Source: an optimization exercise on an open RTL-to-GDS flow (aim: small area and a short achievable clock period). Production flows keep margins and buffers that such runs may drop. Where RTL was checked, it was by simulation tests only, not by an equivalence proof against the original.

==> delta: inputs <==
// gcd_top
module gcd_top
#(
    parameter DATA_WIDTH = 16,
    parameter PIPELINE_DEPTH = 31
)(
    input wire                          Clk,
    input wire                          Reset,
    input wire                          Start,
    input wire  signed [DATA_WIDTH-1:0] A,
    input wire  signed [DATA_WIDTH-1:0] B,
    output wire signed [DATA_WIDTH-1:0] Result,
    output wire                         Done
);
export LEC_CHECK = 0
export ABC_AREA = 1
export CAP_MARGIN = 20
export CORE_MARGIN = 2
export CORE_UTILIZATION = 60
export PLACE_DENSITY = 0.7
export SETUP_SLACK_MARGIN = 1.2
export SLEW_MARGIN = 20
create_clock -name core_clock -period 4.5 [get_ports {Clk}]
run.sh (not shown) runs the stock make flow with config.mk's settings and CLKGATE_MAP_FILE= SYNTH_SCRIPT=/design/flow/synth_recipe.tcl, a recipe that flattens the netlist after the stock synthesis.
==> violet (differences from delta) <==
--- a/flow/config.mk
+++ b/flow/config.mk
@@ -12,3 +12,3 @@
 export PLACE_DENSITY = 0.7
-export SETUP_SLACK_MARGIN = 1.2
+export SETUP_SLACK_MARGIN = 2.3
 export SLEW_MARGIN = 20
==> onyx (differences from delta) <==
--- a/flow/config.mk
+++ b/flow/config.mk
@@ -12,3 +12,3 @@
 export PLACE_DENSITY = 0.7
-export SETUP_SLACK_MARGIN = 1.2
+export SETUP_SLACK_MARGIN = 2.05
 export SLEW_MARGIN = 20
==> run summary <==
metric	delta	violet	onyx
Least-Margin Pin Slew	1.035 ns	1.090 ns	1.065 ns
Status	finished clean	finished clean	finished clean
Postcts setup bufs	0	328	36
Share of layout cells above drive strength 1	7.275%	35.33%	11.94%
First-pass detailed-route iteration total	6	7	6
Signal inverters	1091	1116	1104
Fin Hold WS	0.3100 ns	0.2869 ns	0.3043 ns
Detailed route wirelength on metal2	61.41 mm	93.21 mm	67.18 mm
Final nets	7583	8392	7806
Crit share post-route	65.72%	55.30%	53.96%
Min Clock Period, post-route	2.957 ns	2.489 ns	2.428 ns
Post-layout worst setup margin	1.543 ns	2.011 ns	2.072 ns
Layout multi-input combinational cell count	5005	5063	5039
Number of filler cells placed in the layout	8243	5121	7669
Via density per instance	5.453	6.096	5.553
Number of design-rule violations left by the first detailed-router iteration	3589	6806	4195
Post-Layout Inst Area	64650 um2	82060 um2	68890 um2
Non-CTS buffers	68	794	244
Worst-path clk slew	0.06 ns	0.07 ns	0.06 ns
Maximum clock skew at final layout	0.03684 ns	0.03420 ns	0.03256 ns
No run of this note included a check of the RTL's function; only the layout flow was run.

* * *

==> inputs of job 2598 <==
Another version of the RTL of gcd_top (not shown whole).
==> module gcd_plc, before the edit <==
module gcd_plc #(
    parameter WYI = 14,
    parameter WYO = 14,
    parameter WXS = 15
)(
    input  wire           Clk,
    input  wire           Reset,
    input  wire           Start,
    input  wire [14:0]    Xin,
    input  wire [WYI-1:0] Yin,
    input  wire [3:0]     Kin,
    output reg  [14:0]    Xout,
    output reg  [WYO-1:0] Yout,
    output reg  [3:0]     Kout
);
localparam WP = WYI - 1;                  
localparam WQ = WXS - 1;                  
localparam W  = (WP > WQ) ? WP : WQ;
wire [W-1:0] p = Yin[WYI-1:1];
wire [W-1:0] q = Xin[WXS-1:1];
wire         yo = Yin[0];
wire [W-1:0] qm = q & {W{yo}};
wire [W-1:0] h = ~(p ^ qm);
wire [W-1:0] g = p & ~qm;
reg [W-1:0] gg, hh;
integer lv, i;
always @* begin
    gg = g;
    hh = h;
    for (lv = 1; lv < W; lv = lv * 2)
        for (i = 0; i < W; i = i + 1)
            if ((i / lv) % 2 == 1) begin
                gg[i] = gg[i] | (hh[i] & gg[(i / lv) * lv - 1]);
                hh[i] = hh[i] & hh[(i / lv) * lv - 1];
            end
end
wire [W:0]   c0 = {gg, 1'b0};             
wire [W:0]   c1 = {gg | hh, 1'b1};        
wire         ge = c1[W];                  
wire [W-1:0] yn = h ^ (ge ? c1[W-1:0] : ~c0[W-1:0]);
wire [14:0]  xs = Yin;
always @(posedge Clk or negedge Reset)
    if (!Reset)      Xout[0] <= 1'b0;
    else if (Start)  Xout[0] <= Xin[0];
always @(posedge Clk)
    if (Start) begin
        Xout[14:1] <= ge ? Xin[14:1] : xs[14:1];
        Yout       <= yn[WYO-1:0];
        Kout       <= Kin;
    end
endmodule
Settings: LEC_CHECK=0, ABC_AREA=1, CAP_MARGIN=20, CORE_MARGIN=2, CORE_UTILIZATION=60, PLACE_DENSITY=0.7, SETUP_SLACK_MARGIN=1.9, SLEW_MARGIN=20; clock period 4.5 ns.
==> job 4736 (differences from job 2598) <==
--- a/flow/design.v
+++ b/flow/design.v
@@ -75,10 +75,8 @@
 localparam W  = (WP > WQ) ? WP : WQ;
 wire [W-1:0] p = Yin[WYI-1:1];
 wire [W-1:0] q = Xin[WXS-1:1];
-wire         yo = Yin[0];
-wire [W-1:0] qm = q & {W{yo}};
-wire [W-1:0] h = ~(p ^ qm);
-wire [W-1:0] g = p & ~qm;
+wire [W-1:0] h = ~(p ^ q);
+wire [W-1:0] g = p & ~q;
 reg [W-1:0] gg, hh;
 integer lv, i;
 always @* begin
@@ -94,14 +92,16 @@
 wire [W:0]   c0 = {gg, 1'b0};             
 wire [W:0]   c1 = {gg | hh, 1'b1};        
 wire         ge = c1[W];                  
-wire [W-1:0] yn = h ^ (ge ? c1[W-1:0] : ~c0[W-1:0]);
-wire [14:0]  xs = Yin;
+wire [W-1:0] ad = h ^ (ge ? c1[W-1:0] : ~c0[W-1:0]);
+wire         yo = Yin[0];
+wire [W-1:0]  yn = yo ? ad : p;
+wire [14:0]   xs = Yin;
 always @(posedge Clk or negedge Reset)
     if (!Reset)      Xout[0] <= 1'b0;
     else if (Start)  Xout[0] <= Xin[0];
 always @(posedge Clk)
     if (Start) begin
-        Xout[14:1] <= ge ? Xin[14:1] : xs[14:1];
+        Xout[14:1] <= (yo & ~ge) ? xs[14:1] : Xin[14:1];
         Yout       <= yn[WYO-1:0];
         Kout       <= Kin;
     end
- SETUP_SLACK_MARGIN: 1.9 -> not set
==> notes <==
In job 2598 the die area is smaller than in job 4736, by 4.9%. Against job 2598, the routed wire length of job 4736 is larger by 3.1%. Final area: job 4736 is smaller than job 2598 (about 1.4%). Between job 2598 and job 4736, the lower hold slack is in job 2598 (gap 16 ps). Between job 4736 and job 2598, the lower worst setup slack is in job 4736 (gap 410 ps).
==> figures <==
metric	job 4736	job 2598
Result of the run	complete, no violations	complete, no violations
Number of gates on the worst path with buffers counted	7	14
Critical path arrival	3360 ps	3000 ps
Mean instance size in the synthesized netlist	8.270 sq um	8.265 sq um
Slowest cell on the critical path	a21oi_2	edfxtp_1
Clk tree area frac	5.673%	5.623%
DP Wirelength	90.43 mm	83.66 mm
Global-route wire length before repair	211.6 mm	197.5 mm
Clk Latency, worst-skew pair	710 ps	700 ps
Net count of the mapped netlist	7590	7237
The RTL of job 4736 was laid out without a check of its function.

separate check: timing with driven ports:
How much do the figures lean on ideal ports? The routed layouts below were timed once more, with nothing changed but the port constraints.
Step 1: set_driving_cell puts a clkbuf_16 on Clk and a buf_2 on each other input, an assumption about the parent block.
Step 2, shift: input delay + t, output delay - t, t = (earliest + latest rising clock arrival at the registers) / 2. This alone moves slack from input paths to output paths.
Slacks: ideal ports / drivers / drivers and shift; pairs: ideal ports / drivers.
| run | shift t [ns] | setup WS [ns] | worst setup path after step 2 | slew at the worst register clock pin (ns) | worst data-port slew with drivers (ns) |
|---|---|---|---|---|---|
| delta | 0.760 | 1.543 / 1.543 / 1.543 | register to register | 0.06 / 0.06 | 0.05 |
| violet | 0.780 | 2.011 / 2.011 / 1.585 | input to register | 0.07 / 0.07 | 0.05 |
| onyx | 0.764 | 2.072 / 2.072 / 1.543 | input to register | 0.06 / 0.06 | 0.05 |
| job 2598 | 0.752 | 1.955 / 1.924 / 1.433 | input to register | 0.07 / 0.07 | 0.06 |
| job 4736 | 0.760 | 1.543 / 1.543 / 1.543 | register to register | 0.06 / 0.06 | 0.05 |
After both steps every run listed still meets setup and hold. The setup slack of onyx, which loses most, moves by 0.000 ns with the drivers and by -0.529 ns with both steps.
